From an optimization exercise on the open Yosys and OpenROAD flow, aimed at small area; shortcuts taken in it are not production practice. The RTL was checked by simulation tests, not by an equivalence proof against the original design. Power is estimated from default activity; no workload was simulated.

$ cat run.sh
#!/bin/bash
# synth_recipe.tcl (not shown) runs the flow's synth.tcl, then flattens the netlist and writes it again
# the make line also repeats each setting of config.mk as NAME=value (left out here)
make -C /OpenROAD-flow-scripts/flow DESIGN_CONFIG=/design/flow/config.mk WORK_HOME=/design/flow/orfs CLKGATE_MAP_FILE= SYNTH_SCRIPT=/design/flow/synth_recipe.tcl finish
$ cat config.mk
export PLATFORM = sky130hd
export DESIGN_NAME = VGA
export DESIGN_NICKNAME = VGA
export VERILOG_FILES = /design/flow/design.v
export SDC_FILE = /design/flow/constraint.sdc
export NUM_CORES = 4
export LEC_CHECK = 0
export CAP_MARGIN = 20
export CORE_MARGIN = 2
export CORE_UTILIZATION = 40
export SLEW_MARGIN = 20
$ cat constraint.sdc
create_clock -name core_clock -period 10.0 [get_ports {clk}]
set_input_delay 2.0000 -clock core_clock [delete_from_list [all_inputs] [get_ports {clk}]]
set_output_delay 2.0000 -clock core_clock [all_outputs]
set_load 0.01 [all_outputs]
$ cat design.v
module clk_divider
#(
	parameter DIVISOR = 2  
)
(
	input clk,  
	input rst_n,  
	output en  
);
reg [15:0] cnt;  
always @ (posedge clk, negedge rst_n) begin
	if (!rst_n) begin
		cnt <= 16'b0;
	end
	else begin
		cnt <= cnt + 16'b1;
		if (cnt >= (DIVISOR - 1)) begin
			cnt <= 16'b0;
		end
	end
end
assign en = (cnt == 16'b0);
endmodule
module synch
#(
	parameter HS_Tpw = 10'd95,
	parameter HS_Ts = 10'd799,
	parameter VS_Tpw = 10'd1,
	parameter VS_Ts = 10'd524,
	parameter HS_Tbp = 10'd48,
	parameter HS_Tfp = 10'd17,
	parameter VS_Tbp = 10'd33,
	parameter VS_Tfp = 10'd11
)
(
	input clk,  
	input en,  
	input rst_n,  
	output reg HS,  
	output reg VS,  
	output reg [15:0] cnt_x,  
	output reg [15:0] cnt_y  
);
reg [15:0] pixel_cnt;  
reg [15:0] line_cnt;  
always @ (posedge clk, negedge rst_n) begin
	if (!rst_n) begin
		pixel_cnt <= 16'd0;
		line_cnt <= 16'd0;
		HS <= 1'd0;
		VS <= 1'd0;
		cnt_x <= 0;
		cnt_y <= 0;
	end
	else if (en) begin
		pixel_cnt <= pixel_cnt + 16'd1;
		if (pixel_cnt == HS_Ts) begin
			pixel_cnt <= 16'd0;
			HS <= 1'd0;
			line_cnt <= line_cnt + 16'd1;
			if ((line_cnt >= (VS_Tpw + VS_Tbp)) && (line_cnt <= (VS_Ts - VS_Tfp))) begin
				cnt_y <= cnt_y + 1;
			end
			else begin 
				cnt_y <= 0;
			end
			if (line_cnt == VS_Ts) begin
				line_cnt <= 16'd0;
				VS <= 1'd0;
			end
			else if (line_cnt >= VS_Tpw)
				VS <= 1'd1;
		end
		else if (pixel_cnt >= HS_Tpw)
			HS <= 1'd1;
		if ((pixel_cnt >= (HS_Tpw + HS_Tbp)) && (pixel_cnt <= (HS_Ts - HS_Tfp))) begin
			cnt_x <= cnt_x + 1;
		end
		else
			cnt_x <= 0;
	end
end
endmodule
module controller
#(
	parameter VIDEO_W = 640,
	parameter VIDEO_H = 480,
	parameter HS_Tpw = 10'd95,
	parameter HS_Ts = 10'd799,
	parameter VS_Tpw = 10'd1,
	parameter VS_Ts = 10'd524,
	parameter HS_Tbp = 10'd48,
	parameter HS_Tfp = 10'd17,
	parameter VS_Tbp = 10'd33,
	parameter VS_Tfp = 10'd11
)
(
	input clk,  
	input en,  
	input rst_n,  
	output reg HS,  
	output reg VS,  
	output [5:0] VGA_B,  
	output [5:0] VGA_G,  
	output [5:0] VGA_R  
);
wire cHS, cVS;  
wire [15:0] pixel_cnt;  
wire [15:0] line_cnt;  
synch #( .HS_Tpw(HS_Tpw), 
			.HS_Ts(HS_Ts), 
			.VS_Tpw(VS_Tpw), 
			.VS_Ts(VS_Ts), 
			.HS_Tbp(HS_Tbp), 
			.HS_Tfp(HS_Tfp), 
			.VS_Tbp(VS_Tbp), 
			.VS_Tfp(VS_Tfp)) synchronyser
	(
		.clk(clk),
		.en(en),
		.rst_n(rst_n),
		.HS(cHS),
		.VS(cVS),
		.cnt_x(pixel_cnt),
		.cnt_y(line_cnt)
	);
integer j;
reg [3:0] squareX;  
reg [3:0] squareY;  
reg [5:0] blue;  
always @ (posedge clk, negedge rst_n) begin
	if (!rst_n) begin
		squareX <= 0;
		squareY <= 0;
		blue <= 0;
	end
	else if (en) begin
		for (j = 1; j < 17; j = j + 1) begin
			if (pixel_cnt == (VIDEO_W/16) * j) begin
				squareX <= squareX + 1;
			end
		end
		if (pixel_cnt > 0 && pixel_cnt <= VIDEO_W && line_cnt > 0 && line_cnt <= VIDEO_H/16)
			squareY <= 0;
		else if (pixel_cnt > 0 && pixel_cnt <= VIDEO_W && line_cnt > VIDEO_H/16 && line_cnt <= VIDEO_H*2/16)
			squareY <= 1;
		else if (pixel_cnt > 0 && pixel_cnt <= VIDEO_W && line_cnt > VIDEO_H*2/16 && line_cnt <= VIDEO_H*3/16)
			squareY <= 2;
		else if (pixel_cnt > 0 && pixel_cnt <= VIDEO_W && line_cnt > VIDEO_H*3/16 && line_cnt <= VIDEO_H*4/16)
			squareY <= 3;
		else if (pixel_cnt > 0 && pixel_cnt <= VIDEO_W && line_cnt > VIDEO_H*4/16 && line_cnt <= VIDEO_H*5/16)
			squareY <= 4;
		else if (pixel_cnt > 0 && pixel_cnt <= VIDEO_W && line_cnt > VIDEO_H*5/16 && line_cnt <= VIDEO_H*6/16)
			squareY <= 5;
		else if (pixel_cnt > 0 && pixel_cnt <= VIDEO_W && line_cnt > VIDEO_H*6/16 && line_cnt <= VIDEO_H*7/16)
			squareY <= 6;
		else if (pixel_cnt > 0 && pixel_cnt <= VIDEO_W && line_cnt > VIDEO_H*7/16 && line_cnt <= VIDEO_H*8/16)
			squareY <= 7;
		else if (pixel_cnt > 0 && pixel_cnt <= VIDEO_W && line_cnt > VIDEO_H*8/16 && line_cnt <= VIDEO_H*9/16)
			squareY <= 8;
		else if (pixel_cnt > 0 && pixel_cnt <= VIDEO_W && line_cnt > VIDEO_H*9/16 && line_cnt <= VIDEO_H*10/16)
			squareY <= 9;
		else if (pixel_cnt > 0 && pixel_cnt <= VIDEO_W && line_cnt > VIDEO_H*10/16 && line_cnt <= VIDEO_H*11/16)
			squareY <= 10;
		else if (pixel_cnt > 0 && pixel_cnt <= VIDEO_W && line_cnt > VIDEO_H*11/16 && line_cnt <= VIDEO_H*12/16)
			squareY <= 11;
		else if (pixel_cnt > 0 && pixel_cnt <= VIDEO_W && line_cnt > VIDEO_H*12/16 && line_cnt <= VIDEO_H*13/16)
			squareY <= 12;
		else if (pixel_cnt > 0 && pixel_cnt <= VIDEO_W && line_cnt > VIDEO_H*13/16 && line_cnt <= VIDEO_H*14/16)
			squareY <= 13;
		else if (pixel_cnt > 0 && pixel_cnt <= VIDEO_W && line_cnt > VIDEO_H*14/16 && line_cnt <= VIDEO_H*15/16)
			squareY <= 14;
		else if (pixel_cnt > 0 && pixel_cnt <= VIDEO_W && line_cnt > VIDEO_H*15/16 && line_cnt <= VIDEO_H)
			squareY <= 15;
		else 
			squareY <= 0;			
		if (pixel_cnt > 0 && pixel_cnt <= VIDEO_W && line_cnt > 0 && line_cnt <= VIDEO_H)
			blue <= 6'b000100;
		else
			blue <= 0;
	end
end
assign VGA_B = pixel_cnt <= VIDEO_W && line_cnt <= VIDEO_H ? blue : 0;
assign VGA_G = pixel_cnt <= VIDEO_W && line_cnt <= VIDEO_H ? {2'b00, squareY} : 0;
assign VGA_R = pixel_cnt <= VIDEO_W && line_cnt <= VIDEO_H ? {2'b00, squareX} : 0;
reg mHS, mVS;  
always @ (posedge clk, negedge rst_n) begin
	if (!rst_n) begin
		mHS <= 1'b0;
		mVS <= 1'b0;
		HS <= 1'b0;
		VS <= 1'b0;
	end
	else if (en) begin
		mHS <= cHS;
		mVS <= cVS;
		HS <= mHS;
		VS <= mVS;
	end
end
endmodule
module VGA
#(
	parameter HS_Tpw640_480 = 16'd95,  
	parameter HS_Ts640_480 = 16'd799,  
	parameter VS_Tpw640_480 = 16'd1,  
	parameter VS_Ts640_480 = 16'd524,  
	parameter HS_Tbp640_480 = 16'd48,  
	parameter HS_Tfp640_480 = 16'd17,  
	parameter VS_Tbp640_480 = 16'd33,  
	parameter VS_Tfp640_480 = 16'd11,  
	parameter HS_Tpw800_600 = 16'd119,  
	parameter HS_Ts800_600 = 16'd1039,  
	parameter VS_Tpw800_600 = 16'd5,  
	parameter VS_Ts800_600 = 16'd665,  
	parameter HS_Tbp800_600 = 16'd64,  
	parameter HS_Tfp800_600 = 16'd57,  
	parameter VS_Tbp800_600 = 16'd23,  
	parameter VS_Tfp800_600 = 16'd38  
)
(
	input clk,  
	input rst_n,  
	(*mark_debug = "true"*) input sw,  
	(*mark_debug = "true"*) output [5:0] VGA_B,  
	(*mark_debug = "true"*) output [5:0] VGA_G,  
	(*mark_debug = "true"*) output [5:0] VGA_R,  
	(*mark_debug = "true"*) output VGA_HS,  
	(*mark_debug = "true"*) output VGA_VS  
);
wire VGA_clk640_480;  
(*mark_debug = "true"*) wire [5:0] VGA_B640_480;  
(*mark_debug = "true"*) wire [5:0] VGA_G640_480;  
(*mark_debug = "true"*) wire [5:0] VGA_R640_480;  
wire VGA_HS640_480;  
wire VGA_VS640_480;  
wire VGA_clk800_600;  
(*mark_debug = "true"*) wire [5:0] VGA_B800_600;  
(*mark_debug = "true"*) wire [5:0] VGA_G800_600;  
(*mark_debug = "true"*) wire [5:0] VGA_R800_600;  
wire VGA_HS800_600;  
wire VGA_VS800_600;  
clk_divider #(.DIVISOR(4)) divider640_480 
	(
		.clk(clk),
		.rst_n(rst_n),
		.en(VGA_clk640_480)
	);
clk_divider #(.DIVISOR(2)) divider800_600
	(
		.clk(clk),
		.rst_n(rst_n),
		.en(VGA_clk800_600)
	);
controller #( 
			.VIDEO_W(640),
			.VIDEO_H(480),
			.HS_Tpw(HS_Tpw640_480), 
			.HS_Ts(HS_Ts640_480), 
			.VS_Tpw(VS_Tpw640_480), 
			.VS_Ts(VS_Ts640_480), 
			.HS_Tbp(HS_Tbp640_480), 
			.HS_Tfp(HS_Tfp640_480), 
			.VS_Tbp(VS_Tbp640_480), 
			.VS_Tfp(VS_Tfp640_480)) controller640_480
	(
		.clk(clk),
		.en(VGA_clk640_480),
		.rst_n(rst_n),
		.HS(VGA_HS640_480),
		.VS(VGA_VS640_480),
		.VGA_B(VGA_B640_480),
		.VGA_G(VGA_G640_480),
		.VGA_R(VGA_R640_480)
	);
controller #( 
			.VIDEO_W(800),
			.VIDEO_H(600),
			.HS_Tpw(HS_Tpw800_600), 
			.HS_Ts(HS_Ts800_600), 
			.VS_Tpw(VS_Tpw800_600), 
			.VS_Ts(VS_Ts800_600), 
			.HS_Tbp(HS_Tbp800_600), 
			.HS_Tfp(HS_Tfp800_600), 
			.VS_Tbp(VS_Tbp800_600), 
			.VS_Tfp(VS_Tfp800_600)) controller800_600
	(
		.clk(clk),
		.en(VGA_clk800_600),
		.rst_n(rst_n),
		.HS(VGA_HS800_600),
		.VS(VGA_VS800_600),
		.VGA_B(VGA_B800_600),
		.VGA_G(VGA_G800_600),
		.VGA_R(VGA_R800_600)
	);
assign VGA_B = !sw ? VGA_B640_480 : VGA_B800_600;
assign VGA_G = !sw ? VGA_G640_480 : VGA_G800_600;
assign VGA_R = !sw ? VGA_R640_480 : VGA_R800_600;
assign VGA_HS = !sw ? VGA_HS640_480 : VGA_HS800_600;
assign VGA_VS = !sw ? VGA_VS640_480 : VGA_VS800_600;
endmodule
==> reports/metrics.csv <==
metric,value,unit
overflow,0,
met1_usage,0.2418,
wl_per_cell,15.14,µm
drt-total-wl,23970,µm
cp_num_buf_inv,3,
final.setup.tns,0,ns
post_cts_buffers,0,
drv_cap,0,
required,8.00,ns
rsz0062_at_grt,no,
place_area,11380,µm²
clkTransAtPathRegs,0.06,ns
holdBufCountCts,0,
first_iter_violations,705,
synthTopCellsByCount,"dfrtp_1 (190), nand2_1 (126), nor2_1 (104)",
grt_first_pass_wirelength,41400,µm
synth_async_sr_flop_share,1.000,
cts_inserted_buffers,17,
drc,0,
holdWs,0.4718,ns
synth.ff_latch_count,190,
hold_viol,0,
fin_cells,1583,
setup_viol,0,
max_freq,155.1,MHz
power.switching,0.3313,mW
ys.flop_type,dfrtp_1,
switching_share,0.2222,
rows,60,
drv_slew,0,
p_leak,5.258,nW
avgSynthCellArea,8.915,µm²
netlist_area,10930,µm²
synth-edff-count,0,
grt_pass1_vias,8464,
port_buffers,13,
grt_max_degree,81,
maxSlewHeadroom,0.2540,
num_vias,8867,
start_util,0.4067,
dp_cells,1551,
antenna_found_initial,0,
synthToLayoutAreaGrowth,9.628,%
hp-class,flop to flop,
r2r_slack,6.82,ns
outcome,timing/DRC/antenna clean,
antennaDiodeCount,0,
ys_types,76,
worst_path_dominant_cell_family,buffers and inverters,
ys_seq_area_frac,0.4350,
nets,1261,
gp_congestion,0.8629,
dieArea,28660,µm²
cts_resized,0,
setup.worst_path.end_class,primary output,
p_seq_frac,0.520,
use_met2,0.2843,
clkPwrFrac,0.465,
gr-max-usage-layer,met2,
syn-instance-count,1226,
ctsLongestPathBuffers,2,
drive_gt1_frac,0.05314,
crit_chain,"clkdlybuf4s50_1, inv_1, nor4_2, a22o_1, clkdlybuf4s50_1",
combPwrFrac,0.015,
clock-sinks,190,
dp_hpwl,16680,µm
synth_top_area_cell,dfrtp_1,
track_usage,0.1749,
cp_max_fo,9,
die_h,169.3,µm
synthTopCellsByArea,"dfrtp_1 (44%), xnor2_1 (4.4%), nand2_1 (4.3%)",
critPathArrivalTime,4.45,ns
min_period_over_period,0.6446,
cts_tree,done,
critPathMaxStageDelay,0.97,ns
first_pass_iters,5,
powerDensity,124.4,nW/µm²
clock_latency,0.44,ns
tightest_slew,1.110,ns
crit_path_frequent_cell,clkdlybuf4s50_1,
synth.most_common_cell,dfrtp_1,
viasPerCell,5.601,
synth.top_cell.area_share,0.4350,
ios,23,
min_period,6.446,ns
cts-root-buf,clkbuf_16,
cp_slowest_cell,nor4_2,
fill_cells,2611,
ys_warn_count,6,
fin_area,11980,µm²
drt.antenna.violating_nets,0,
htree_levels,4,
core-area,26880,µm²
use_met3,0.02635,
die_w,169.3,µm
critPathKind,input port to primary output,
p_int,1.159,mW
crit_path_start_kind,input port,
peakVddDrop,100.6,µV
finClkSkew,0.01302,ns
power by group through the flow:
stage	clock (mW)	combinational, mW	sequential, mW
CTS	0.714	0.0237	0.775
global route	0.743	0.0273	0.775
finish	0.693	0.0223	0.775
detailed placement	0	0.0237	0.790
floorplan	0	0.00750	0.790
global placement	0	0.0235	0.790
sequential cells by signal (all words and copies together) (netlist names), 16 cells and up:
register / count
controller640_480.synchronyser.cnt_x: 16
controller640_480.synchronyser.cnt_y: 16
controller640_480.synchronyser.line_cnt: 16
controller640_480.synchronyser.pixel_cnt: 16
controller800_600.synchronyser.cnt_x: 16
controller800_600.synchronyser.cnt_y: 16
controller800_600.synchronyser.line_cnt: 16
controller800_600.synchronyser.pixel_cnt: 16
divider640_480.cnt: 16
divider800_600.cnt: 16
layer usage:
| metal | wire length (µm) | vias up | part of all wire |
|---|---|---|---|
| li1 | - | 4386 | - |
| met1 | 11760 | 4309 | 0.49 |
| met2 | 11150 | 143 | 0.47 |
| met3 | 729 | 29 | 0.030 |
| met4 | 320 | 0 | 0.013 |
| met5 | 0 | - | 0 |
worst paths after layout:
path | end | start | cells after the start
setup / recovery | VGA_G[1] | sw | 5
hold / removal | controller640_480.mVS$_DFFE_PN0P_ | controller640_480.mVS$_DFFE_PN0P_ | 2
setup reg to reg | controller800_600.synchronyser.cnt_y[13]$_DFFE_PN0P_ | divider800_600.cnt[0]$_DFF_PN0_ | 7
hold reg to reg | controller640_480.mVS$_DFFE_PN0P_ | controller640_480.mVS$_DFFE_PN0P_ | 2
max in group asynchronous | controller800_600.squareY[1]$_DFFE_PN0P_ | rst_n | 3
min in group asynchronous | divider640_480.cnt[3]$_DFF_PN0_ | rst_n | 1
layout make-up:
| cell class | count | area, µm² | share of cell area |
|---|---|---|---|
| multi-input cells | 952 | 5831 | 0.4866 |
| flip-flops and latches | 190 | 4755 | 0.3968 |
| clock buffers | 21 | 450.4 | 0.03759 |
| well taps | 341 | 426.7 | 0.03561 |
| repair buffers | 21 | 193.9 | 0.01619 |
| inverters | 47 | 176.4 | 0.01472 |
| clock inverters | 11 | 148.9 | 0.01243 |
cells in the final DEF (no fill, tap or decap), types with 5 or more instances in the layout:
| cell type | count |
|---|---|
| nand2b_1 | 12 |
| nand2_1 | 126 |
| nor3b_1 | 10 |
| dfrtp_1 | 190 |
| nor2_1 | 104 |
| and4_1 | 9 |
| or4_1 | 7 |
| nor4_1 | 30 |
| a311oi_1 | 7 |
| a31oi_1 | 6 |
| xnor2_1 | 55 |
| nand4b_1 | 6 |
| a211oi_1 | 9 |
| o21ai_0 | 73 |
| nand3_1 | 66 |
| nor3_1 | 44 |
| o211ai_1 | 8 |
| conb_1 | 36 |
| mux2_2 | 5 |
| a21o_1 | 5 |
| and2_1 | 13 |
| clkdlybuf4s50_1 | 12 |
| clkbuf_16 | 17 |
| or3_1 | 15 |
| nand3b_1 | 5 |
| or2_2 | 9 |
| and3_1 | 35 |
| inv_1 | 47 |
| ha_1 | 29 |
| o31ai_1 | 31 |
| xor2_1 | 28 |
| nand4_1 | 35 |
| nor2b_1 | 17 |
| a22o_1 | 14 |
| a21oi_1 | 27 |
| buf_4 | 8 |
kinds of logic after synthesis:
kind of cell / count (synthesis) / share of synthesized area
simple gates: 565 / 0.2703
compound gates: 234 / 0.1454
flops: 190 / 0.4350
buf+inv: 119 / 0.04407
xor+xnor: 83 / 0.06651
fa+ha+maj: 29 / 0.03320
mux: 5 / 0.005151
other cells: 1 / 0.0003431
per-stage QoR:
stage / utilization / total power [mW] / setup slack [ns]
finish: 0.4458 / 1.491 / 3.554
global route: 0.4458 / 1.545 / 3.477
CTS: 0.4458 / 1.513 / 3.543
detailed placement: 0.4235 / 0.8139 / 3.541
global placement: 0.4235 / 0.8136 / 3.575
floorplan: - / 0.7974 / 5.128
tightest hold or removal path: stages (launching register included):
cell and delay, ns:
dfrtp_1 0.34, nand2_1 0.05, nand2_1 0.05

==> afterwards: timing with drivers on the ports <==
In the flow no input, the clock included, has a driving cell. The finished layout below was timed again as built, in two steps. Step 1 assumes that a clkbuf_16 drives the clock port and a buf_2 every other input. Step 2 also shifts input and output timing later by t, the mid clock arrival at the registers, as if the neighbouring blocks saw the same clock. Three values: no drivers, after step 1, after step 2; two values: the first two.
shift t [ns]: 0.476
slack for setup (ns): 3.554 / 3.529 / 3.529
hold WS [ns]: 0.472 / 0.472 / 0.472
After both steps this run still meets setup and hold. For this run, drivers alone change the setup slack by -0.025 ns; drivers and shift together by -0.025 ns.
